What follows belongs to an exercise in optimizing a design on an open flow for small area; a production flow would make more cautious choices. For this run, only the layout was checked, not whether the RTL still works. Power figures rest on the tool's default switching activity, not on a simulated workload.

[design/flow/design.v]
module cpu
    #(
        parameter OPTION_RESET_ADDR = 32'hbfc00000,
        parameter OPTION_TRAP_ADDR =  32'hbfc00180
    )
    (
        input               CLK,
        input               RESET_I,
        output      [31:0]  CADDR_O,
        output      [1:0]   CTRANS_O,
        input       [31:0]  CRDATA_I,
        input               CREADY_I,
        input       [1:0]   CRESP_I,
        output      [31:0]  DADDR_O,
        output      [1:0]   DTRANS_O,
        output      [2:0]   DSIZE_O,
        input       [31:0]  DRDATA_I,
        output      [31:0]  DWDATA_O,
        output              DWRITE_O,
        input               DREADY_I,
        input       [1:0]   DRESP_I,
        input       [4:0]   HWIRQ_I,
        input               STALL_I
    );
    localparam FEATURE_PRID =           32'h00000000;
    localparam FEATURE_CONFIG0 =        32'h00000000;
    localparam FEATURE_CONFIG1 =        32'h00000000;
    localparam 
        CSRB_MCOMPARE =  4'b0000, CSRB_MSTATUS =   4'b0001,
        CSRB_MCAUSE =    4'b0010, CSRB_MEPC =      4'b0011,
        CSRB_MCONFIG0 =  4'b0100, CSRB_MERROREPC = 4'b0101;
    localparam 
        TYP_J = 4'b0000, TYP_B = 4'b0001, TYP_I = 4'b0010, TYP_M = 4'b0011,
        TYP_S = 4'b0100, TYP_R = 4'b0101, TYP_P = 4'b0110, TYP_T = 4'b0111,
        TYP_E = 4'b1000, TYP_IH =4'b1001, TYP_IU =4'b1010, TYP_BAD = 4'b1111;
    localparam 
        P0_0   = 3'b000, P0_RS1 = 3'b001, P0_PC = 3'b010, 
        P0_PCS = 3'b011, P0_IMM = 3'b100, P0_X  = 3'b000;
    localparam 
        P1_0 =   2'b00,  P1_RS2 = 2'b01,  P1_CSR = 2'b10, 
        P1_IMM = 2'b11,  P1_X =   2'b00;
    localparam 
        OP_NOP =  5'b00000, OP_SLL =  5'b00100, OP_SRL =  5'b00110,
        OP_SRA =  5'b00111, OP_ADD =  5'b10000, OP_SUB =  5'b10001,
        OP_SLT =  5'b10101, OP_SLTU = 5'b10111, OP_OR =   5'b01000,
        OP_AND =  5'b01001, OP_XOR =  5'b01010, OP_NOR =  5'b01011;
    localparam 
        WB_R = 2'b10, WB_N = 2'b00, WB_C = 2'b01;
    reg [16:0] s42r_csr_MCAUSE;
    reg [12:0] s42r_csr_MSTATUS;
    reg [31:0] s42r_csr_MEPC;
    reg [31:0] s42r_csr_MIP;  
    reg [31:0] s42r_csr_MERROREPC;
    reg [31:0] s42r_csr_MCOMPARE;
    reg [31:0] s42r_rbank [0:31];
    reg co_s0_bubble;            
    reg co_s1_bubble;            
    reg co_s2_bubble;            
    reg s0_st, s1_st, s2_st, s3_st, s4_st;   
    reg s0_en;                   
    reg s01r_pending;            
    reg s0_pending;             
    reg [31:0] s0_pc_fetch;      
    reg s01r_en;                 
    reg [31:0] s01r_pc;          
    reg [31:0] s01r_pc_seq;
    always @(*) begin
        s0_en = ~RESET_I & ~co_s0_bubble;  
        s0_pc_fetch = s2_go_seq? s01r_pc_seq : s2_pc_nonseq;
        s0_pending = s0_en | (s01r_pending & ~CREADY_I);
    end
    assign CADDR_O = s0_pc_fetch;
    assign CTRANS_O = s0_en? 2'b10 : 2'b00;
        always @(posedge CLK) 
            if (RESET_I)   
                s01r_pending <= 0; 
            else if(~s0_st) 
                s01r_pending <= s0_pending;
        always @(posedge CLK) 
            if (RESET_I)   
                s01r_en <= 1'b1; 
            else if(~s0_st) 
                s01r_en <= s0_en;
        always @(posedge CLK) 
            if (RESET_I)   
                s01r_pc <= OPTION_RESET_ADDR-4; 
            else if(~s0_st) 
                s01r_pc <= s0_pc_fetch;
        always @(posedge CLK) 
            if (RESET_I)   
                s01r_pc_seq <= OPTION_RESET_ADDR; 
            else if(~s0_st) 
                s01r_pc_seq <= s0_pc_fetch + 4;
    reg s1_en;                   
    reg s1_mem_truncated;        
    reg s12r_mem_truncated;     
    reg s12r_en;                 
    reg [31:0] s12r_ir;          
    reg [31:0] s12r_irs;         
    reg [31:0] s12r_pc;          
    reg [31:0] s12r_pc_seq;      
    reg [31:0] s1_ir;            
    always @(*) begin
        s1_en = s01r_en & ~co_s1_bubble;
        s1_mem_truncated = s1_st & CREADY_I; 
        s1_ir = s12r_mem_truncated? s12r_irs : CRDATA_I;  
    end
        always @(posedge CLK) 
            if (RESET_I || ~s1_en & CREADY_I) 
                s12r_ir <= 32'h0; 
            else if(~s1_st) 
                s12r_ir <= s1_ir;  
        always @(posedge CLK) 
            if (RESET_I)   
                s12r_irs <= 32'h0; 
            else if(~1'b0) 
                s12r_irs <= CRDATA_I;
        always @(posedge CLK) 
            if (RESET_I)   
                s12r_mem_truncated <= 1'b0; 
            else if(~1'b0) 
                s12r_mem_truncated <= s1_mem_truncated;
        always @(posedge CLK) 
            if (RESET_I)   
                s12r_en <= 1'b1; 
            else if(~s1_st) 
                s12r_en <= s1_en;
        always @(posedge CLK) 
            if (RESET_I)   
                s12r_pc <= OPTION_RESET_ADDR; 
            else if(~s1_st) 
                s12r_pc <= s01r_pc;
        always @(posedge CLK) 
            if (RESET_I)   
                s12r_pc_seq <= OPTION_RESET_ADDR+4; 
            else if(~s1_st) 
                s12r_pc_seq <= s01r_pc_seq;
    reg [31:0] s23r_arg0;        
    reg [31:0] s23r_arg1;        
    reg s23r_wb_en;              
    reg s23r_wb_csr_en;          
    reg [3:0] s23r_csr_xindex;   
    reg [4:0] s23r_rd_index;     
    reg [4:0] s23r_alu_op;       
    reg [31:0] s23r_mem_addr;    
    reg [1:0] s23r_mem_trans;    
    reg [1:0] s23r_mem_size;     
    reg s23r_store_en;           
    reg s23r_load_en;            
    reg [31:0] s23r_mem_wdata;   
    reg s23r_load_exz;           
    reg s23r_trap;               
    reg s23r_eret;               
    reg [4:0] s23r_excode;       
    reg [31:0] s23r_epc;         
    reg s2_en;                   
    reg s23r_en;                 
    reg [31:0] s2_pc_nonseq;     
    reg [1:0] s2_opcode;         
    reg [4:0] s2_rs1_index;      
    reg [4:0] s2_rs2_index;      
    reg [4:0] s2_rd_index;       
    reg [7:0] s2_csr_index;      
    reg [3:0] s2_csr_xindex;     
    reg [27:0] s2_m;             
    reg [3:0] s2_type;           
    reg s2_link;                 
    reg [2:0] s2_p0_sel;         
    reg [1:0] s2_p1_sel;         
    reg s2_wb_en;                
    reg s2_wb_csr_en;            
    reg [1:0] s2_alu_sel;        
    reg [4:0] s2_alu_op;         
    reg [4:0] s2_alu_op_f3;      
    reg [4:0] s2_alu_op_csr;     
    reg s2_alu_en;               
    reg s2_invalid;              
    reg [1:0] s2_flow_sel;       
    reg s2_cop0_access;          
    reg s2_user_mode;            
    reg [1:0] s2_break_syscall;  
    reg s2_trap_cop_unusable;    
    reg s2_trap;                 
    reg s2_eret;                 
    reg s2_skip_seq_instr;       
    reg [4:0] s2_excode;         
    reg [31:0] s2_pc_branch;     
    reg [31:0] s2_pc_jump;       
    reg [31:0] s2_pc_jalr;       
    reg [31:0] s2_pc_trap_eret;  
    reg [31:0] s2_j_immediate;   
    reg [31:0] s2_b_immediate;   
    reg [31:0] s2_s_immediate;   
    reg [31:0] s2_i_immediate;   
    reg [31:0] s2_ih_immediate;  
    reg [31:0] s2_iu_immediate;  
    reg [31:0] s2_e_immediate;   
    reg [31:0] s2_t_immediate;   
    reg [31:0] s2_immediate;     
    reg [31:0] s2_cop_imm;       
    reg [31:0] s2_csr;           
    reg [31:0] s2_rs1_bank;      
    reg [31:0] s2_rs2_bank;      
    reg [31:0] s2_rs1;           
    reg [31:0] s2_rs2;           
    reg s2_rs12_equal;           
    reg s2_bxx_cond_val;         
    reg [2:0] s2_bxx_cond_sel;   
    reg [31:0] s2_arg0;          
    reg [31:0] s2_arg1;          
    reg s2_3reg;                 
    reg [31:0] s2_mem_addr;      
    reg [31:0] s2_mem_addr_imm;  
    reg [1:0] s2_mem_trans;      
    reg [1:0] s2_mem_size;       
    reg s2_load_exz;             
    reg s2_load_en;              
    reg s2_store_en;             
    reg [31:0] s2_mem_wdata;     
    reg s2_ie;                   
    reg [7:0] s2_masked_irq;     
    reg s2_irq_final;            
    reg s2_hw_trap;              
    reg s2_go_seq;               
    always @(*) begin
        s2_en = s12r_en & ~co_s2_bubble;
    end
    always @(*) begin
        casez (s12r_ir)
        {6'b000100, 26'b?????_?????_????????????????}:        s2_m = {3'b000, 3'b000,  4'h0, 2'd3, TYP_B,   P0_X,   P1_X,   WB_N, OP_NOP};        
        {6'b000101, 26'b?????_?????_????????????????}:        s2_m = {3'b000, 3'b001,  4'h0, 2'd3, TYP_B,   P0_X,   P1_X,   WB_N, OP_NOP};        
        {6'b000110, 26'b?????_?????_????????????????}:        s2_m = {3'b000, 3'b010,  4'h0, 2'd3, TYP_B,   P0_X,   P1_X,   WB_N, OP_NOP};        
        {6'b000111, 26'b?????_?????_????????????????}:        s2_m = {3'b000, 3'b011,  4'h0, 2'd3, TYP_B,   P0_X,   P1_X,   WB_N, OP_NOP};        
        {11'b000001_?????, 5'b00000, 16'b????????????????}:         s2_m = {3'b000, 3'b100,  4'h0, 2'd3, TYP_B,   P0_X,   P1_X,   WB_N, OP_NOP};        
        {11'b000001_?????, 5'b00001, 16'b????????????????}:         s2_m = {3'b000, 3'b101,  4'h0, 2'd3, TYP_B,   P0_X,   P1_X,   WB_N, OP_NOP};        
        {11'b000001_?????, 5'b10000, 16'b????????????????}:         s2_m = {3'b000, 3'b100,  4'h0, 2'd3, TYP_B,   P0_PCS, P1_0,   WB_R, OP_ADD};      
        {11'b000001_?????, 5'b10001, 16'b????????????????}:         s2_m = {3'b000, 3'b101,  4'h0, 2'd3, TYP_B,   P0_PCS, P1_0,   WB_R, OP_ADD};      
        {6'b001111, 26'b00000_?????_????????????????}:        s2_m = {3'b000, 3'b0, 4'h0, 2'b0, TYP_IH,  P0_RS1, P1_IMM, WB_R, OP_OR};        
        {6'b001001, 26'b?????_?????_????????????????}:        s2_m = {3'b000, 3'b0, 4'h0, 2'b0, TYP_I,   P0_RS1, P1_IMM, WB_R, OP_ADD};        
        {6'b001000, 26'b?????_?????_????????????????}:        s2_m = {3'b000, 3'b0, 4'h0, 2'b0, TYP_I,   P0_RS1, P1_IMM, WB_R, OP_ADD};        
        {6'b000011, 26'b?????_?????_????????????????}:        s2_m = {3'b000, 3'b0, 4'h0, 2'd2, TYP_J,   P0_PCS, P1_0,   WB_R, OP_ADD};          
        {6'b000010, 26'b?????_?????_????????????????}:        s2_m = {3'b000, 3'b0, 4'h0, 2'd2, TYP_J,   P0_PCS, P1_0,   WB_N, OP_ADD};          
        {6'b100000, 26'b?????_?????_????????????????}:        s2_m = {3'b000, 3'b0, 4'h8, 2'b0, TYP_I,   P0_RS1, P1_IMM, WB_R, OP_NOP};              
        {6'b100100, 26'b?????_?????_????????????????}:        s2_m = {3'b000, 3'b0, 4'h8, 2'b0, TYP_I,   P0_RS1, P1_IMM, WB_R, OP_NOP};              
        {6'b100011, 26'b?????_?????_????????????????}:        s2_m = {3'b000, 3'b0, 4'h8, 2'b0, TYP_I,   P0_RS1, P1_IMM, WB_R, OP_NOP};              
        {6'b100001, 26'b?????_?????_????????????????}:        s2_m = {3'b000, 3'b0, 4'h8, 2'b0, TYP_I,   P0_RS1, P1_IMM, WB_R, OP_NOP};              
        {6'b100101, 26'b?????_?????_????????????????}:        s2_m = {3'b000, 3'b0, 4'h8, 2'b0, TYP_I,   P0_RS1, P1_IMM, WB_R, OP_NOP};              
        {6'b101000, 26'b?????_?????_????????????????}:        s2_m = {3'b000, 3'b0, 4'h4, 2'b0, TYP_I,   P0_RS1, P1_IMM, WB_N, OP_NOP};              
        {6'b101011, 26'b?????_?????_????????????????}:        s2_m = {3'b000, 3'b0, 4'h4, 2'b0, TYP_I,   P0_RS1, P1_IMM, WB_N, OP_NOP};              
        {6'b101001, 26'b?????_?????_????????????????}:        s2_m = {3'b000, 3'b0, 4'h4, 2'b0, TYP_I,   P0_RS1, P1_IMM, WB_N, OP_NOP};              
        {26'b000000_?????_???????????????, 6'b001000}:        s2_m = {3'b000, 3'b0, 4'h0, 2'b1, TYP_I,   P0_PCS, P1_0,   WB_N, OP_ADD};               
        {26'b000000_?????_???????????????, 6'b100000}:        s2_m = {3'b000, 3'b0, 4'h0, 2'b0, TYP_R,   P0_RS1, P1_RS2, WB_R, OP_ADD};        
        {26'b000000_?????_???????????????, 6'b100001}:        s2_m = {3'b000, 3'b0, 4'h0, 2'b0, TYP_R,   P0_RS1, P1_RS2, WB_R, OP_ADD};        
        {26'b000000_?????_???????????????, 6'b100010}:        s2_m = {3'b000, 3'b0, 4'h0, 2'b0, TYP_R,   P0_RS1, P1_RS2, WB_R, OP_SUB};        
        {26'b000000_?????_???????????????, 6'b100011}:        s2_m = {3'b000, 3'b0, 4'h0, 2'b0, TYP_R,   P0_RS1, P1_RS2, WB_R, OP_SUB};        
        {26'b000000_?????_???????????????, 6'b101010}:        s2_m = {3'b000, 3'b0, 4'h0, 2'b0, TYP_R,   P0_RS1, P1_RS2, WB_R, OP_SLT};        
        {26'b000000_?????_???????????????, 6'b101011}:        s2_m = {3'b000, 3'b0, 4'h0, 2'b0, TYP_R,   P0_RS1, P1_RS2, WB_R, OP_SLTU};       
        {6'b001010, 26'b?????_?????_????????????????}:        s2_m = {3'b000, 3'b0, 4'h0, 2'b0, TYP_I,   P0_RS1, P1_IMM, WB_R, OP_SLT};        
        {6'b001011, 26'b?????_?????_????????????????}:        s2_m = {3'b000, 3'b0, 4'h0, 2'b0, TYP_IU,  P0_RS1, P1_IMM, WB_R, OP_SLTU};      
        {26'b000000_?????_???????????????, 6'b100100}:        s2_m = {3'b000, 3'b0, 4'h0, 2'b0, TYP_R,   P0_RS1, P1_RS2, WB_R, OP_AND};        
        {26'b000000_?????_???????????????, 6'b100101}:        s2_m = {3'b000, 3'b0, 4'h0, 2'b0, TYP_R,   P0_RS1, P1_RS2, WB_R, OP_OR};         
        {26'b000000_?????_???????????????, 6'b100110}:        s2_m = {3'b000, 3'b0, 4'h0, 2'b0, TYP_R,   P0_RS1, P1_RS2, WB_R, OP_XOR};        
        {26'b000000_?????_???????????????, 6'b100111}:        s2_m = {3'b000, 3'b0, 4'h0, 2'b0, TYP_R,   P0_RS1, P1_RS2, WB_R, OP_NOR};        
        {6'b001100, 26'b?????_?????_????????????????}:        s2_m = {3'b000, 3'b0, 4'h0, 2'b0, TYP_IU,  P0_RS1, P1_IMM, WB_R, OP_AND};       
        {6'b001101, 26'b?????_?????_????????????????}:        s2_m = {3'b000, 3'b0, 4'h0, 2'b0, TYP_IU,  P0_RS1, P1_IMM, WB_R, OP_OR};        
        {6'b001110, 26'b?????_?????_????????????????}:        s2_m = {3'b000, 3'b0, 4'h0, 2'b0, TYP_IU,  P0_RS1, P1_IMM, WB_R, OP_XOR};       
        {26'b000000_00000_???????????????, 6'b000000}:        s2_m = {3'b000, 3'b0, 4'h0, 2'b0, TYP_S,   P0_IMM, P1_RS2, WB_R, OP_SLL};       
        {26'b000000_?????_???????????????, 6'b000100}:        s2_m = {3'b000, 3'b0, 4'h0, 2'b0, TYP_R,   P0_RS1, P1_RS2, WB_R, OP_SLL};        
        {26'b000000_00000_???????????????, 6'b000010}:        s2_m = {3'b000, 3'b0, 4'h0, 2'b0, TYP_S,   P0_IMM, P1_RS2, WB_R, OP_SRL};       
        {26'b000000_?????_???????????????, 6'b000110}:        s2_m = {3'b000, 3'b0, 4'h0, 2'b0, TYP_R,   P0_RS1, P1_RS2, WB_R, OP_SRL};        
        {26'b000000_00000_???????????????, 6'b000011}:        s2_m = {3'b000, 3'b0, 4'h0, 2'b0, TYP_S,   P0_IMM, P1_RS2, WB_R, OP_SRA};       
        {26'b000000_?????_???????????????, 6'b000111}:        s2_m = {3'b000, 3'b0, 4'h0, 2'b0, TYP_R,   P0_RS1, P1_RS2, WB_R, OP_SRA};        
        {6'b010000, 5'b00100, 21'b?????_?????_00000000_???}:         s2_m = {3'b001, 3'b0, 4'h0, 2'd0, TYP_I,   P0_0,   P1_RS2,      WB_C,    OP_OR}; 
        {6'b010000, 5'b00000, 21'b?????_?????_00000000_???}:         s2_m = {3'b001, 3'b0, 4'h0, 2'd0, TYP_I,   P0_0,   P1_CSR,      WB_R,    OP_OR}; 
        {26'b010000_1_0000000000000000000, 6'b011000}:        s2_m = {3'b0,      3'b0, 3'h0,1'b1, 2'd0, TYP_I, P0_0,   P1_X,   WB_N, OP_NOP};     
        {26'b000000_?????_???????????????, 6'b001100}:        s2_m = {3'b010,      3'b0, 3'h0,1'b0, 2'd0, TYP_I, P0_0,   P1_X,   WB_N, OP_NOP};   
        {26'b000000_?????_???????????????, 6'b001101}:        s2_m = {3'b100,      3'b0, 3'h0,1'b0, 2'd0, TYP_I, P0_0,   P1_X,   WB_N, OP_NOP};   
        default:                    s2_m = {3'b000, 3'b0, 4'h0, 2'b0, TYP_BAD, P0_X,   P1_X,   WB_N, OP_NOP};              
        endcase
        s2_break_syscall                    = s2_m[27:26];
        s2_cop0_access                      = s2_m[25];
        s2_bxx_cond_sel                     = s2_m[24:22];
        {s2_load_en, s2_store_en}           = s2_m[21:20];
        {s2_eret,  s2_flow_sel, s2_type}    = s2_m[19:12];
        {s2_p0_sel, s2_p1_sel}              = s2_m[11:7];
        {s2_wb_en, s2_wb_csr_en, s2_alu_op} = s2_m[6:0];
        s2_alu_en = ~(s2_alu_op == OP_NOP);
        s2_3reg = (s2_type==TYP_R) | (s2_type == TYP_P) | (s2_type == TYP_S);
        s2_link = (s2_p0_sel==P0_PCS) & s2_wb_en;
    end
    always @(*) begin
        s2_opcode = s12r_ir[27:26];
        s2_rs1_index = s12r_ir[25:21];
        s2_rs2_index = s12r_ir[20:16];
        s2_rd_index = s2_link? 5'b11111 : s2_3reg? s12r_ir[15:11] : s12r_ir[20:16];
        s2_csr_index = {s12r_ir[15:11], s12r_ir[2:0]};
        s2_j_immediate = {s01r_pc[31:28], s12r_ir[25:0], 2'b00};
        s2_b_immediate = {{14{s12r_ir[15]}}, s12r_ir[15:0], 2'b00};
        s2_i_immediate = {{16{s12r_ir[15]}}, s12r_ir[15:0]};
        s2_iu_immediate = {16'h0, s12r_ir[15:0]};
        s2_ih_immediate = {s12r_ir[15:0], 16'h0};
        s2_s_immediate = {27'h0, s12r_ir[10:6]};
        s2_e_immediate = {12'h0, s12r_ir[25:6]};
        s2_t_immediate = {22'h0, s12r_ir[15:6]};
        case (s2_type)
        TYP_M,
        TYP_I:      s2_immediate = s2_i_immediate;
        TYP_S:      s2_immediate = s2_s_immediate;
        TYP_IH:     s2_immediate = s2_ih_immediate;
        TYP_IU:     s2_immediate = s2_iu_immediate;
        default:    s2_immediate = s2_i_immediate;
        endcase
        case (s2_type)
        TYP_E:      s2_cop_imm = s2_e_immediate;
        default:    s2_cop_imm = s2_t_immediate;
        endcase
    end
    always @(*) begin
        s2_rs1_bank = (s2_rs1_index == 5'd0)? 32'd0 : s42r_rbank[s2_rs1_index];
        s2_rs2_bank = (s2_rs2_index == 5'd0)? 32'd0 : s42r_rbank[s2_rs2_index];
    end
    always @(*) begin
        s2_rs1 = co_dhaz_rs1_s3? s3_alu_res : co_dhaz_rs1_s4? s4_wb_data : s2_rs1_bank;
        s2_rs2 = co_dhaz_rs2_s3? s3_alu_res : co_dhaz_rs2_s4? s4_wb_data : s2_rs2_bank;
    end
    always @(*) begin
        case (s2_csr_index)
        8'b01011_000:   s2_csr_xindex = CSRB_MCOMPARE;
        8'b01100_000:   s2_csr_xindex = CSRB_MSTATUS;
        8'b01101_000:   s2_csr_xindex = CSRB_MCAUSE;
        8'b01110_000:   s2_csr_xindex = CSRB_MEPC;
        8'b10000_000:   s2_csr_xindex = CSRB_MCONFIG0;
        8'b11110_000:   s2_csr_xindex = CSRB_MERROREPC;
        default:        s2_csr_xindex = 4'b1111;  
        endcase
        case (s2_csr_index)
        8'b01011_000:   s2_csr = s42r_csr_MCOMPARE;
        8'b01100_000:   s2_csr = {9'h0,s42r_csr_MSTATUS[12],6'h0,s42r_csr_MSTATUS[11:4],3'h0,s42r_csr_MSTATUS[3:0]};
        8'b01101_000:   s2_csr = {s42r_csr_MCAUSE[16],1'b0,s42r_csr_MCAUSE[15:14],4'b0,s42r_csr_MCAUSE[13],7'b0,s42r_csr_MCAUSE[12:5],1'b0,s42r_csr_MCAUSE[4:0],2'b0};
        8'b01110_000:   s2_csr = s42r_csr_MEPC;
        8'b01111_000:   s2_csr = FEATURE_PRID;
        8'b10000_000:   s2_csr = FEATURE_CONFIG0;
        8'b10000_001:   s2_csr = FEATURE_CONFIG1;
        8'b11110_000:   s2_csr = s42r_csr_MERROREPC;
        default:        s2_csr = 32'h00000000;  
        endcase
    end
    always @(*) begin
        s2_rs12_equal = (s2_rs1 == s2_rs2);
        case (s2_bxx_cond_sel)
        3'b000: s2_bxx_cond_val = s2_rs12_equal;                 
        3'b001: s2_bxx_cond_val = ~s2_rs12_equal;                
        3'b010: s2_bxx_cond_val = s2_rs1[31] | ~(|s2_rs1);       
        3'b011: s2_bxx_cond_val = ~s2_rs1[31] & (|s2_rs1);       
        3'b100: s2_bxx_cond_val = s2_rs1[31];                    
        3'b101: s2_bxx_cond_val = ~s2_rs1[31] | ~(|s2_rs1);      
        default:s2_bxx_cond_val = s2_rs12_equal;                 
        endcase
    end
    always @(*) begin
        s2_pc_trap_eret = (s2_trap|s2_hw_trap)? OPTION_TRAP_ADDR : s42r_csr_MEPC;
        s2_pc_branch = s12r_pc_seq + s2_b_immediate;
        s2_pc_jump = s2_j_immediate;
        s2_pc_jalr = s2_rs1;
        s2_go_seq = 1'b0;
        casez ({(s2_trap|s2_hw_trap|s2_eret),s2_bxx_cond_val,s2_flow_sel})
        4'b1???:    s2_pc_nonseq = s2_pc_trap_eret;
        4'b0?01:    s2_pc_nonseq = s2_pc_jalr;
        4'b0?10:    s2_pc_nonseq = s2_pc_jump;
        4'b0111:    s2_pc_nonseq = s2_pc_branch;
        default:    begin
                    s2_pc_nonseq = s2_pc_trap_eret;
                    s2_go_seq = 1'b1;  
                    end
        endcase
    end
    always @(*) begin
        case (s2_p0_sel)
        P0_0:       s2_arg0 = 32'h0;
        P0_RS1:     s2_arg0 = s2_rs1;
        P0_PCS:     s2_arg0 = s01r_pc_seq;  
        P0_PC:      s2_arg0 = s12r_pc;  
        P0_IMM:     s2_arg0 = s2_immediate;  
        default:    s2_arg0 = 32'h0;
        endcase
        case (s2_p1_sel)
        P1_0:       s2_arg1 = 32'h0;
        P1_IMM:     s2_arg1 = s2_immediate;
        P1_RS2:     s2_arg1 = s2_rs2;
        P1_CSR:     s2_arg1 = s2_csr;
        default:    s2_arg1 = 32'h0;
        endcase
    end
    always @(*) begin
        s2_ie = s42r_csr_MSTATUS[0] & ~(s42r_csr_MSTATUS[2] | s42r_csr_MSTATUS[1]);
        s2_masked_irq = {1'b0, HWIRQ_I, s42r_csr_MCAUSE[6:5]} & s42r_csr_MSTATUS[11:4];
        s2_irq_final = |(s2_masked_irq) & s2_ie;
        s2_hw_trap = s2_irq_final;  
    end
    always @(*) begin
        s2_user_mode = {s42r_csr_MSTATUS[3],s42r_csr_MSTATUS[2],s42r_csr_MSTATUS[1]}==3'b100;
        s2_trap_cop_unusable = s2_cop0_access & s2_user_mode;
        casez ({s2_irq_final,s2_trap_cop_unusable,s2_break_syscall})
        4'b1???: s2_excode = 5'b00000;       
        4'b01??: s2_excode = 5'b01011;       
        4'b0010: s2_excode = 5'b01001;       
        4'b0001: s2_excode = 5'b01000;       
        default: s2_excode = 5'b00000;       
        endcase
        s2_trap = (|s2_break_syscall) | s2_trap_cop_unusable | s2_irq_final;
        s2_skip_seq_instr = s2_trap | s2_hw_trap | s2_eret;
    end
    always @(*) begin
        s2_mem_addr_imm = s2_i_immediate;
        s2_mem_addr = s2_rs1 + s2_mem_addr_imm;
        s2_mem_trans = (s2_load_en | s2_store_en)? 2'b10 : 2'b00;  
        s2_load_exz = s12r_ir[28];  
        case (s2_opcode[1:0])  
        2'b00:     s2_mem_size = 2'b00;
        2'b01:     s2_mem_size = 2'b01;
        2'b10:     s2_mem_size = 2'b10;
        default:   s2_mem_size = 2'b10;
        endcase
        case (s2_mem_size)
        2'b00:      s2_mem_wdata = {4{s2_rs2[ 7: 0]}};
        2'b01:      s2_mem_wdata = {2{s2_rs2[15: 0]}};
        default:    s2_mem_wdata = s2_rs2;
        endcase
    end
        always @(posedge CLK) 
            if (RESET_I)   
                s23r_en <= 1'b0; 
            else if(~s2_st) 
                s23r_en <= s2_en;
        always @(posedge CLK) 
            if (RESET_I)   
                s23r_arg0 <= 32'h0; 
            else if(~s2_st) 
                s23r_arg0 <= s2_arg0;
        always @(posedge CLK) 
            if (RESET_I)   
                s23r_arg1 <= 32'h0; 
            else if(~s2_st) 
                s23r_arg1 <= s2_arg1;
        always @(posedge CLK) 
            if (RESET_I || ~s2_en) 
                s23r_wb_en <= 1'b0; 
            else if(~s2_st) 
                s23r_wb_en <= s2_wb_en & ~s2_trap;
        always @(posedge CLK) 
            if (RESET_I)   
                s23r_rd_index <= 5'd0; 
            else if(~s2_st) 
                s23r_rd_index <= s2_rd_index;
        always @(posedge CLK) 
            if (RESET_I)   
                s23r_alu_op <= 5'd0; 
            else if(~s2_st) 
                s23r_alu_op <= s2_alu_op;
        always @(posedge CLK) 
            if (RESET_I)   
                s23r_mem_addr <= 32'h0; 
            else if(~s2_st) 
                s23r_mem_addr <= s2_mem_addr;
        always @(posedge CLK) 
            if (RESET_I || ~s2_en) 
                s23r_store_en <= 1'b0; 
            else if(~s2_st) 
                s23r_store_en <= s2_store_en;
        always @(posedge CLK) 
            if (RESET_I || ~s2_en) 
                s23r_load_en <= 1'b0; 
            else if(~s2_st) 
                s23r_load_en <= s2_load_en & ~s2_trap;
        always @(posedge CLK) 
            if (RESET_I)   
                s23r_mem_wdata <= 32'h0; 
            else if(~s2_st) 
                s23r_mem_wdata <= s2_mem_wdata;
        always @(posedge CLK) 
            if (RESET_I)   
                s23r_mem_size <= 2'b0; 
            else if(~s2_st) 
                s23r_mem_size <= s2_mem_size;
        always @(posedge CLK) 
            if (RESET_I || ~s2_en) 
                s23r_mem_trans <= 2'b0; 
            else if(~s2_st) 
                s23r_mem_trans <= s2_mem_trans;
        always @(posedge CLK) 
            if (RESET_I)   
                s23r_load_exz <= 1'b0; 
            else if(~s2_st) 
                s23r_load_exz <= s2_load_exz;
        always @(posedge CLK) 
            if (RESET_I)   
                s23r_csr_xindex <= 4'd0; 
            else if(~s2_st) 
                s23r_csr_xindex <= s2_csr_xindex;
        always @(posedge CLK) 
            if (RESET_I || ~s2_en) 
                s23r_wb_csr_en <= 1'b0; 
            else if(~s2_st) 
                s23r_wb_csr_en <= s2_wb_csr_en & ~s2_trap;
        always @(posedge CLK) 
            if (RESET_I || ~s2_en) 
                s23r_trap <= 1'd0; 
            else if(~s2_st) 
                s23r_trap <= s2_trap;
        always @(posedge CLK) 
            if (RESET_I || ~s2_en) 
                s23r_eret <= 1'd0; 
            else if(~s2_st) 
                s23r_eret <= s2_eret;
        always @(posedge CLK) 
            if (RESET_I)   
                s23r_epc <= 32'h0; 
            else if(~s2_st) 
                s23r_epc <= s12r_pc;
        always @(posedge CLK) 
            if (RESET_I)   
                s23r_excode <= 5'd0; 
            else if(~s2_st) 
                s23r_excode <= s2_excode;
    reg s3_en;                   
    reg s34r_en;                 
    reg [31:0] s3_alu_res;       
    reg [31:0] s34r_alu_res;     
    reg s34r_wb_en;              
    reg [4:0] s34r_rd_index;     
    reg s34r_load_en;            
    reg [31:0] s34r_mem_wdata;   
    reg [1:0] s34r_mem_size;     
    reg [1:0] s34r_mem_addr;     
    reg s34r_load_exz;           
    reg s34r_wb_csr_en;          
    reg [3:0] s34r_csr_xindex;   
    reg s34r_trap;               
    reg s34r_eret;               
    reg [4:0] s34r_excode;       
    reg [31:0] s34r_epc;         
    reg [32:0] s3_arg0_ext;      
    reg [32:0] s3_arg1_ext;      
    reg [32:0] s3_alu_addsub;    
    reg [31:0] s3_alu_arith;     
    reg [31:0] s3_alu_logic;     
    reg [31:0] s3_alu_shift;     
    reg [31:0] s3_alu_noarith;   
    reg s3_mem_pending;          
    reg s34r_mem_pending;        
    assign DADDR_O = s23r_mem_addr;
    assign DTRANS_O = s23r_mem_trans;
    assign DSIZE_O = s23r_mem_size;
    assign DWRITE_O = s23r_store_en;
    always @(*) begin
        s3_en = s23r_en;
        s3_mem_pending = (s23r_load_en | s23r_store_en) | (s34r_mem_pending & ~DREADY_I);
    end
        always @(posedge CLK) 
            if (RESET_I)   
                s34r_mem_pending <= 0; 
            else if(~1'b0) 
                s34r_mem_pending <= s3_mem_pending;
    always @(*) begin
        s3_arg0_ext[31:0] = s23r_arg0;
        s3_arg0_ext[32] = s23r_alu_op[1]? 1'b0 : s23r_arg0[31];
        s3_arg1_ext[31:0] = s23r_arg1;
        s3_arg1_ext[32] = s23r_alu_op[1]? 1'b0 : s23r_arg1[31];
        s3_alu_addsub = s23r_alu_op[0]?
            s3_arg0_ext - s3_arg1_ext :
            s3_arg0_ext + s3_arg1_ext;
        case (s23r_alu_op[2:1])
        2'b10,
        2'b11:      s3_alu_arith = {31'h0, s3_alu_addsub[32]};
        default:    s3_alu_arith = s3_alu_addsub[31:0];
        endcase
        case (s23r_alu_op[1:0])
        2'b00:      s3_alu_shift = s23r_arg1 << s23r_arg0[4:0];
        2'b10:      s3_alu_shift = s23r_arg1 >> s23r_arg0[4:0];
        default:    s3_alu_shift = $signed(s23r_arg1) >>> s23r_arg0[4:0];
        endcase
        case (s23r_alu_op[1:0])
        2'b00:      s3_alu_logic = s23r_arg0 | s23r_arg1;
        2'b01:      s3_alu_logic = s23r_arg0 & s23r_arg1;
        2'b10:      s3_alu_logic = s23r_arg0 ^ s23r_arg1;
        default:    s3_alu_logic = ~(s23r_arg0 | s23r_arg1);
        endcase
        s3_alu_noarith = s23r_alu_op[3]? s3_alu_logic : s3_alu_shift;
        s3_alu_res = s23r_alu_op[4]? s3_alu_arith : s3_alu_noarith;
    end
        always @(posedge CLK) 
            if (RESET_I)   
                s34r_en <= 1'b0; 
            else if(~1'b0) 
                s34r_en <= s3_en;
        always @(posedge CLK) 
            if (RESET_I)   
                s34r_alu_res <= 32'h0; 
            else if(~s3_st) 
                s34r_alu_res <= s3_alu_res;
        always @(posedge CLK) 
            if (RESET_I || ~s3_en) 
                s34r_wb_en <= 1'b0; 
            else if(~s3_st) 
                s34r_wb_en <= s23r_wb_en;
        always @(posedge CLK) 
            if (RESET_I)   
                s34r_rd_index <= 5'd0; 
            else if(~s3_st) 
                s34r_rd_index <= s23r_rd_index;
        always @(posedge CLK) 
            if (RESET_I || ~s3_en) 
                s34r_load_en <= 1'b0; 
            else if(~s3_st) 
                s34r_load_en <= s23r_load_en;
        always @(posedge CLK) 
            if (RESET_I)   
                s34r_mem_size <= 2'b00; 
            else if(~s3_st) 
                s34r_mem_size <= s23r_mem_size;
        always @(posedge CLK) 
            if (RESET_I)   
                s34r_mem_addr <= 2'b00; 
            else if(~s3_st) 
                s34r_mem_addr <= s23r_mem_addr[1:0];
        always @(posedge CLK) 
            if (RESET_I)   
                s34r_load_exz <= 1'b0; 
            else if(~s3_st) 
                s34r_load_exz <= s23r_load_exz;
        always @(posedge CLK) 
            if (RESET_I)   
                s34r_csr_xindex <= 4'd0; 
            else if(~s3_st) 
                s34r_csr_xindex <= s23r_csr_xindex;
        always @(posedge CLK) 
            if (RESET_I)   
                s34r_wb_csr_en <= 1'b0; 
            else if(~s3_st) 
                s34r_wb_csr_en <= s23r_wb_csr_en;
        always @(posedge CLK) 
            if (RESET_I)   
                s34r_mem_wdata <= 32'h0; 
            else if(~s3_st) 
                s34r_mem_wdata <= s23r_mem_wdata;
        always @(posedge CLK) 
            if (RESET_I || ~s3_en) 
                s34r_trap <= 1'd0; 
            else if(~s3_st) 
                s34r_trap <= s23r_trap;
        always @(posedge CLK) 
            if (RESET_I || ~s3_en) 
                s34r_eret <= 1'd0; 
            else if(~s3_st) 
                s34r_eret <= s23r_eret;
        always @(posedge CLK) 
            if (RESET_I)   
                s34r_epc <= 32'h0; 
            else if(~s3_st) 
                s34r_epc <= s23r_epc;
        always @(posedge CLK) 
            if (RESET_I)   
                s34r_excode <= 5'd0; 
            else if(~s3_st) 
                s34r_excode <= s23r_excode;
    reg s4_en;                   
    reg [31:0] s4_load_data;     
    reg [31:0] s4_wb_data;       
    reg [4:0] s4_excode;         
    reg [16:0] s4_cause_trap;    
    reg [12:0] s4_status_trap;   
    reg [31:0] s4r_drdata;
    reg s4_mem_truncated;
    reg s42r_mem_truncated;
    assign DWDATA_O = s34r_mem_wdata;
    always @(*) begin
        s4_mem_truncated = s4_st & DREADY_I; 
    end
        always @(posedge CLK) 
            if (RESET_I)   
                s4r_drdata <= 32'h0; 
            else if(~1'b0) 
                s4r_drdata <= DRDATA_I;
        always @(posedge CLK) 
            if (RESET_I)   
                s42r_mem_truncated <= 1'b0; 
            else if(~1'b0) 
                s42r_mem_truncated <= s4_mem_truncated;
    always @(*) begin
        case ({s34r_mem_size, s34r_mem_addr})
        4'b0011: s4_load_data = s4r_drdata[7:0];
        4'b0010: s4_load_data = s4r_drdata[15:8];
        4'b0001: s4_load_data = s4r_drdata[23:16];
        4'b0000: s4_load_data = s4r_drdata[31:24];
        4'b0110: s4_load_data = s4r_drdata[15:0];
        4'b0100: s4_load_data = s4r_drdata[31:16];
        default: s4_load_data = s4r_drdata;
        endcase
        if (~s34r_load_exz) begin
            case (s34r_mem_size)
            2'b00: s4_load_data[31:8] = {24{s4_load_data[7]}};
            2'b01: s4_load_data[31:16] = {16{s4_load_data[15]}};
            endcase
        end
    end
    always @(*) begin
        s4_en = s34r_en;
        s4_wb_data = s34r_load_en? s4_load_data : s34r_alu_res;
        s4_excode = s34r_excode;
    end
    always @(posedge CLK) begin
        if (s4_en & ~s4_st & s34r_wb_en) begin
            s42r_rbank[s34r_rd_index] <= s4_wb_data;
        end
    end
    always @(*) begin
        s4_status_trap = s42r_csr_MSTATUS;
        casez ({s34r_trap, s34r_eret})
        2'b1?: begin   
            s4_status_trap[1] = 1'b1;  
        end
        2'b01: begin   
            if (s42r_csr_MSTATUS[2]) begin
                s4_status_trap[2] = 1'b0;  
            end
            else begin
                s4_status_trap[1] = 1'b0;  
            end
        end
        default:;  
        endcase
        s4_cause_trap = {1'b0,2'b00,1'b0, s2_masked_irq, s4_excode};
    end
        always @(posedge CLK) 
            if (RESET_I) 
                s42r_csr_MCAUSE <= 17'h0; 
            else begin 
                if (s4_en & ~s4_st & s34r_trap) 
                    s42r_csr_MCAUSE <= s4_cause_trap; 
                else if (s4_en & s34r_wb_csr_en & (s34r_csr_xindex==CSRB_MCAUSE)) 
                    s42r_csr_MCAUSE <= {s34r_alu_res[31],s34r_alu_res[29:28],s34r_alu_res[23],s34r_alu_res[15:8],s34r_alu_res[6:2]}; 
            end
        always @(posedge CLK) 
            if (RESET_I) 
                s42r_csr_MEPC <= 32'h0; 
            else begin 
                if (s4_en & ~s4_st & s34r_trap) 
                    s42r_csr_MEPC <= s34r_epc; 
                else if (s4_en & s34r_wb_csr_en & (s34r_csr_xindex==CSRB_MEPC)) 
                    s42r_csr_MEPC <= s34r_alu_res; 
            end
        always @(posedge CLK) 
            if (RESET_I) 
                s42r_csr_MERROREPC <= 32'h0; 
            else begin 
                if (s4_en & ~s4_st & s34r_trap) 
                    s42r_csr_MERROREPC <= s34r_epc; 
                else if (s4_en & s34r_wb_csr_en & (s34r_csr_xindex==CSRB_MERROREPC)) 
                    s42r_csr_MERROREPC <= s34r_alu_res; 
            end
        always @(posedge CLK) 
            if (RESET_I) 
                s42r_csr_MSTATUS <= 13'h1004; 
            else begin 
                if (s4_en & ~s4_st & s34r_trap|s34r_eret) 
                    s42r_csr_MSTATUS <= s4_status_trap; 
                else if (s4_en & s34r_wb_csr_en & (s34r_csr_xindex==CSRB_MSTATUS)) 
                    s42r_csr_MSTATUS <= {s34r_alu_res[22],s34r_alu_res[15:8],s34r_alu_res[4],s34r_alu_res[2],s34r_alu_res[1],s34r_alu_res[0]}; 
            end
        always @(posedge CLK) 
            if (RESET_I) 
                s42r_csr_MCOMPARE <= 32'h0; 
            else if (s4_en & ~s4_st & s34r_wb_csr_en & (s34r_csr_xindex==CSRB_MCOMPARE)) 
                s42r_csr_MCOMPARE <= s34r_alu_res;
    reg co_dhaz_rs1_s3;          
    reg co_dhaz_rs2_s3;          
    reg co_dhaz_rs1_s4;          
    reg co_dhaz_rs2_s4;          
    reg co_dhaz_rs1_ld;          
    reg co_dhaz_rs2_ld;          
    reg co_s2_stall_load;        
    reg co_s2_stall_trap;        
    reg co_s012_stall_eret;      
    reg co_sx_code_wait;         
    reg co_sx_data_wait;         
    always @(*) begin
        co_dhaz_rs1_s3 = (s3_en & s23r_wb_en & (s23r_rd_index==s2_rs1_index));
        co_dhaz_rs2_s3 = (s3_en & s23r_wb_en & (s23r_rd_index==s2_rs2_index));
        co_dhaz_rs1_s4 = (s4_en & s34r_wb_en & (s34r_rd_index==s2_rs1_index));
        co_dhaz_rs2_s4 = (s4_en & s34r_wb_en & (s34r_rd_index==s2_rs2_index));
        co_dhaz_rs1_ld = (s3_en & s23r_load_en & (s23r_rd_index==s2_rs1_index));
        co_dhaz_rs2_ld = (s3_en & s23r_load_en & (s23r_rd_index==s2_rs2_index));
        co_s2_stall_load = (co_dhaz_rs1_ld | co_dhaz_rs2_ld);
        co_s2_stall_trap = s23r_trap & s4_en;
        co_s012_stall_eret = s23r_eret & s4_en;
        co_sx_code_wait = s01r_pending & ~CREADY_I;
        co_sx_data_wait = s34r_mem_pending & ~DREADY_I;
        co_s2_bubble = co_s2_stall_load | co_s2_stall_trap | co_s012_stall_eret | co_sx_code_wait;
        co_s1_bubble = co_s2_stall_trap | co_s012_stall_eret | s2_skip_seq_instr;
        co_s0_bubble = co_sx_data_wait;  
        s4_st = 1'b0  | co_sx_data_wait;
        s3_st = s4_st;
        s2_st = s3_st | co_s012_stall_eret | co_s2_stall_load | co_s2_stall_trap | co_sx_code_wait;
        s1_st = s2_st;
        s0_st = s1_st;
    end
endmodule  
[design/flow/run.sh]
#!/bin/bash
# synth_recipe.tcl (not shown) runs the flow's synth.tcl, then flattens the netlist and writes it again
# the make line also repeats each setting of config.mk as NAME=value (left out here)
make -C /OpenROAD-flow-scripts/flow DESIGN_CONFIG=/design/flow/config.mk WORK_HOME=/design/flow/orfs CLKGATE_MAP_FILE= SYNTH_SCRIPT=/design/flow/synth_recipe.tcl finish
[design/flow/config.mk]
export PLATFORM = sky130hd
export DESIGN_NAME = cpu
export DESIGN_NICKNAME = cpu
export VERILOG_FILES = /design/flow/design.v
export SDC_FILE = /design/flow/constraint.sdc
export NUM_CORES = 4
export LEC_CHECK = 0
export CAP_MARGIN = 20
export CORE_MARGIN = 2
export CORE_UTILIZATION = 40
export SETUP_SLACK_MARGIN = 0.3
export SLEW_MARGIN = 20
[design/flow/constraint.sdc]
create_clock -name core_clock -period 11.0 [get_ports {CLK}]
set_input_delay 2.2000 -clock core_clock [delete_from_list [all_inputs] [get_ports {CLK}]]
set_output_delay 2.2000 -clock core_clock [all_outputs]
set_load 0.01 [all_outputs]
==> run notes <==
[Yosys cell counts (40+ instances only)]
cell type  instances  area [um^2]
nand2_1         1104         4144
edfxtp_1        1024        30750
dfxtp_1          668        13370
a21oi_1          645         3228
nor2_1           602         2260
mux4_2           576        12970
clkbuf_1         443         1663
mux2i_1          284         2843
o21ai_0          257         1286
a22oi_1          174         1306
ha_1             158         1977
inv_1            157        589.3
nor3_1           143        715.7
nand3_1          139        695.7
nor2b_1          130        813.3
a211oi_1         124        930.9
buf_2            102        510.5
mux2_2            98         1104
xnor2_1           96        840.8
a31oi_1           88        550.5
a22o_1            83        727.0
nand2b_1          64        400.4
a311oi_1          60        525.5
xor2_1            59        516.8
o211ai_1          58        435.4
buf_1             56        210.2
o22ai_1           55        344.1
a221oi_1          53        464.2
and2_1            50        312.8
buf_4             44        330.3
nand4_1           40        250.2
[kinds of logic after synthesis]
family,count (synthesis)
AOI/OAI and AO/OA,1958
xor gates and xnor gates,155
adders and majority gates,161
buffers and inverters,830
DFF,1692
muxes,965
other,1
and+or+nand+nor,2485
[final cells by class]
cell class                 count  share of cell area
inverter                     161            0.005770
multi-input combinational   5727              0.4320
clock buffer                 243             0.04820
timing repair buffer         543             0.04549
antenna                        5           0.0001195
sequential                  1692              0.4217
tap                         3026             0.03615
clock inverter                97             0.01056
[worst max-delay path by stage]
| stage | start | endpoint | slack, ns | cells past startpoint |
|---|---|---|---|---|
| final | s23r_arg0[1] | CADDR_O[28] | 0.44 | 19 |
| after global routing | s23r_arg1[10] | CADDR_O[28] | 0.26 | 25 |
| after CTS | s23r_arg1[9] | CADDR_O[28] | 0.30 | 26 |
| after detailed placement | s23r_arg1[2] | CADDR_O[2] | 0.82 | 26 |
| after global placement | s23r_arg1[2] | CADDR_O[2] | 0.95 | 26 |
| after floorplan | s23r_alu_op[0] | CADDR_O[19] | 2.35 | 24 |
[timing repair]
action / in CTS / in global routing
setup buffers: 1 / 4
endpoints found under the hold margin: 0 / 0
endpoints found under the setup margin: 32 / 32
pin swaps: 1 / 4
gates resized for setup: 8 / 26
[metal layers]
metal | share of wire | global-route usage | up-vias
met5 | 0.00011 | 0 | -
met4 | 0.073 | 0.1964 | 6
met3 | 0.11 | 0.08094 | 1098
met2 | 0.43 | 0.4768 | 4900
met1 | 0.38 | 0.4178 | 37860
li1 | - | - | 31520
[report_power, final]
part           internal [mW]  switching [mW]
clock network           3.63            2.73
logic                   1.81            3.41
registers               7.12           0.364
[flip-flops by register name, indices dropped and copies added, names as in the netlist, 13 cells and up, named ones only]
name	flops
s23r_arg0	32
s23r_epc	32
s42r_csr_MCOMPARE	32
s42r_csr_MERROREPC	32
s42r_csr_MSTATUS	13
s01r_pc	32
s12r_irs	32
s42r_csr_MCAUSE	17
s01r_pc_seq	30
s12r_pc	32
s42r_rbank	1024
s12r_ir	32
s34r_alu_res	32
s23r_mem_addr	32
s34r_epc	32
s23r_arg1	32
s34r_mem_wdata	32
s23r_mem_wdata	32
s4r_drdata	32
s42r_csr_MEPC	32
s12r_pc_seq	30
[worst reg2reg max path, delay by kind of cell, from the launching register on]
| kind | cells | cell delay [ns] |
|---|---|---|
| flops | 1 | 0.44 |
| compound gates | 24 | 5.39 |
| mux | 2 | 0.40 |
| simple gates | 5 | 1.30 |
| buf+inv | 2 | 0.43 |
| xor+xnor | 2 | 0.41 |
| fa+ha+maj | 3 | 1.04 |
[per-stage QoR]
step / setup WS, ns / total power [mW]
final: 0.4381 / 19.06
after global routing: 0.2566 / 19.62
after CTS: 0.3024 / 18.92
after detailed placement: 0.8219 / 12.60
after global placement: 0.9474 / 12.57
after floorplan: 2.348 / 10.44
==> summary.txt <==
Register-to-Register Path Depth: 38
Synth Area in Adders: 0.02208
post-DP HPWL: 262900 um
chip width: 484.2 um
reg2reg end: s23r_mem_addr[30]
hold path depth: 2
Req. time, crit path: 8.80 ns
Fill cells: 20910
run status: complete, no violations
Num CTS Buffers: 182
asr flop ratio synth: 0
Starting Density: 0.4016
Post-synth EDFFs: 1024
vias in the first global route: 71070
Final Cycle Share: 0.9602
library cells used by synthesis: 115
Worst Hold End: s01r_pc[2]
Critical Path Source Type: flip-flop
Final ANT Viol Nets: 0
HP Class: flip-flop to flip-flop
CP max stage cell: dfxtp_4
PortBufs: 173
Worst Path Buf+Inv: 4
Via density: 6.559
cell count after synthesis: 8247
DRC viols: 0
Max Buffers Root-to-Sink: 3
Avg Synthesized Cell Area: 11.18 um^2
DR iter-0 viols: 11010
DR pass1 iterations: 8
Tmin final: 10.56 ns
Cells after DPL: 11140
root buf cell: clkbuf_16
share of cells above drive strength 1: 0.1819
Worst Path Arrival: 8.36 ns
# hold bufs at CTS: 0
clk slew on worst S/H paths: 0.06 ns
Final Hold Vio Count: 0
area of the multi-input gates: 0.04525 mm^2
vias: 75390
Post-Layout Cell Count: 11490
CTS HTree Levels: 4
PwrDens: 182.0 mW/mm^2
CTS tree: done
area delta synth->final: 13.56%
wire length per cell: 33.62 um
fin area: 0.1047 mm^2
clock skew: 0.05873 ns
Rows: 176
RSZ-0062 raised after global routing: true
first-pass GRT wire length: 539700 um
Synth Area in XOR/XNOR: 0.01472
core box area: 0.2297 mm^2
largest family of logic cells by synthesized area: multiplexers
GRT Util Overall: 0.3198
largest net degree at the start of global routing: 98
max cap viols: 0
# nets final: 8546
critical path fanouts, max: 55
Reg area: 0.04417 mm^2
Max Freq: 94.68 MHz
die area: 0.2344 mm^2
final design utilization: 0.4560
most common cell after layout, fill and taps aside: nand2_1
Top delay family on crit path: compound AO/OA/AOI/OAI gates
gr ovfl total: 0
mux contribution to synthesized area: 0.1845
max-slew violation count: 0
dpl cell area: 0.09836 mm^2
chip height: 484.2 um
Yosys Warn Count: 1
Peak VDD IR: 0.1515 mV
I/O pin count: 182
Pleak: 35.22 nW
drt total wl: 386400 um
sequential-to-total area share from yosys stat: 0.4784
clock sink count: 1692
commonest cells after routing, fill and taps aside: 1103 x nand2_1, 1024 x edfxtp_1, 649 x dfxtp_1
Crit Path Class: flip-flop to primary output
synthesized area: 0.09223 mm^2
Top FF cell, synth: edfxtp_1
placer's final routability congestion estimate: 1.050
initial antenna violation count: 13
synthesized flop and latch total: 1692
CP cell instances: buf_12 -> nor2b_1 -> o21ai_0 -> nand3_1 -> and3_1 -> o21ai_0 -> o2bb2ai_2 -> mux2i_2 -> or4_1 -> nor4_1 -> nand4_1 -> or3_1 -> mux2_4 -> o21a_1 -> buf_4 -> nor2_1 -> a32oi_2 -> inv_1 -> clkdlybuf4s50_1
final setup TNS: 0 ns
worst-margin pin slew: 1.250 ns
flop-to-flop setup slack: 1.50 ns
Hold WS: 0.4466 ns
worst r2r src: s23r_arg1[9]
Skew-Pair Late Insertion Delay: 0.88 ns
Crit path top cell by count: o21ai_0
# setup viols final: 0
CP max stage delay: 0.87 ns
Worst setup EP type: primary output
simple-gate area share of the yosys netlist: 0.1205
post-synthesis compound-gate area fraction: 0.1408
worst slew margin relative to its limit: 0.1604
HP Start: s01r_pc[2]

==> what the ideal ports hide <==
The flow's constraints put no driver on any port. The routed layout listed below was extracted and timed again, unchanged, in two steps.
Step 1 assumes that a clkbuf_16 drives the clock port and a buf_2 every other input.
Step 2 moves the port delays by t, midway between the first and last clock arrival at a register: inputs arrive t later, outputs are due t later. That takes back most of the time a late clock gives input paths.
Slacks: ideal ports / drivers / drivers and shift; pairs: ideal ports / drivers.
shift t [ns]: 0.934
slack for setup (ns): 0.438 / 0.349 / 1.284
worst data-port slew with drivers (ns): 0.05
After both steps setup and hold are still met in this run. The setup slack of this run moves by -0.089 ns with the drivers and by +0.846 ns with both steps.
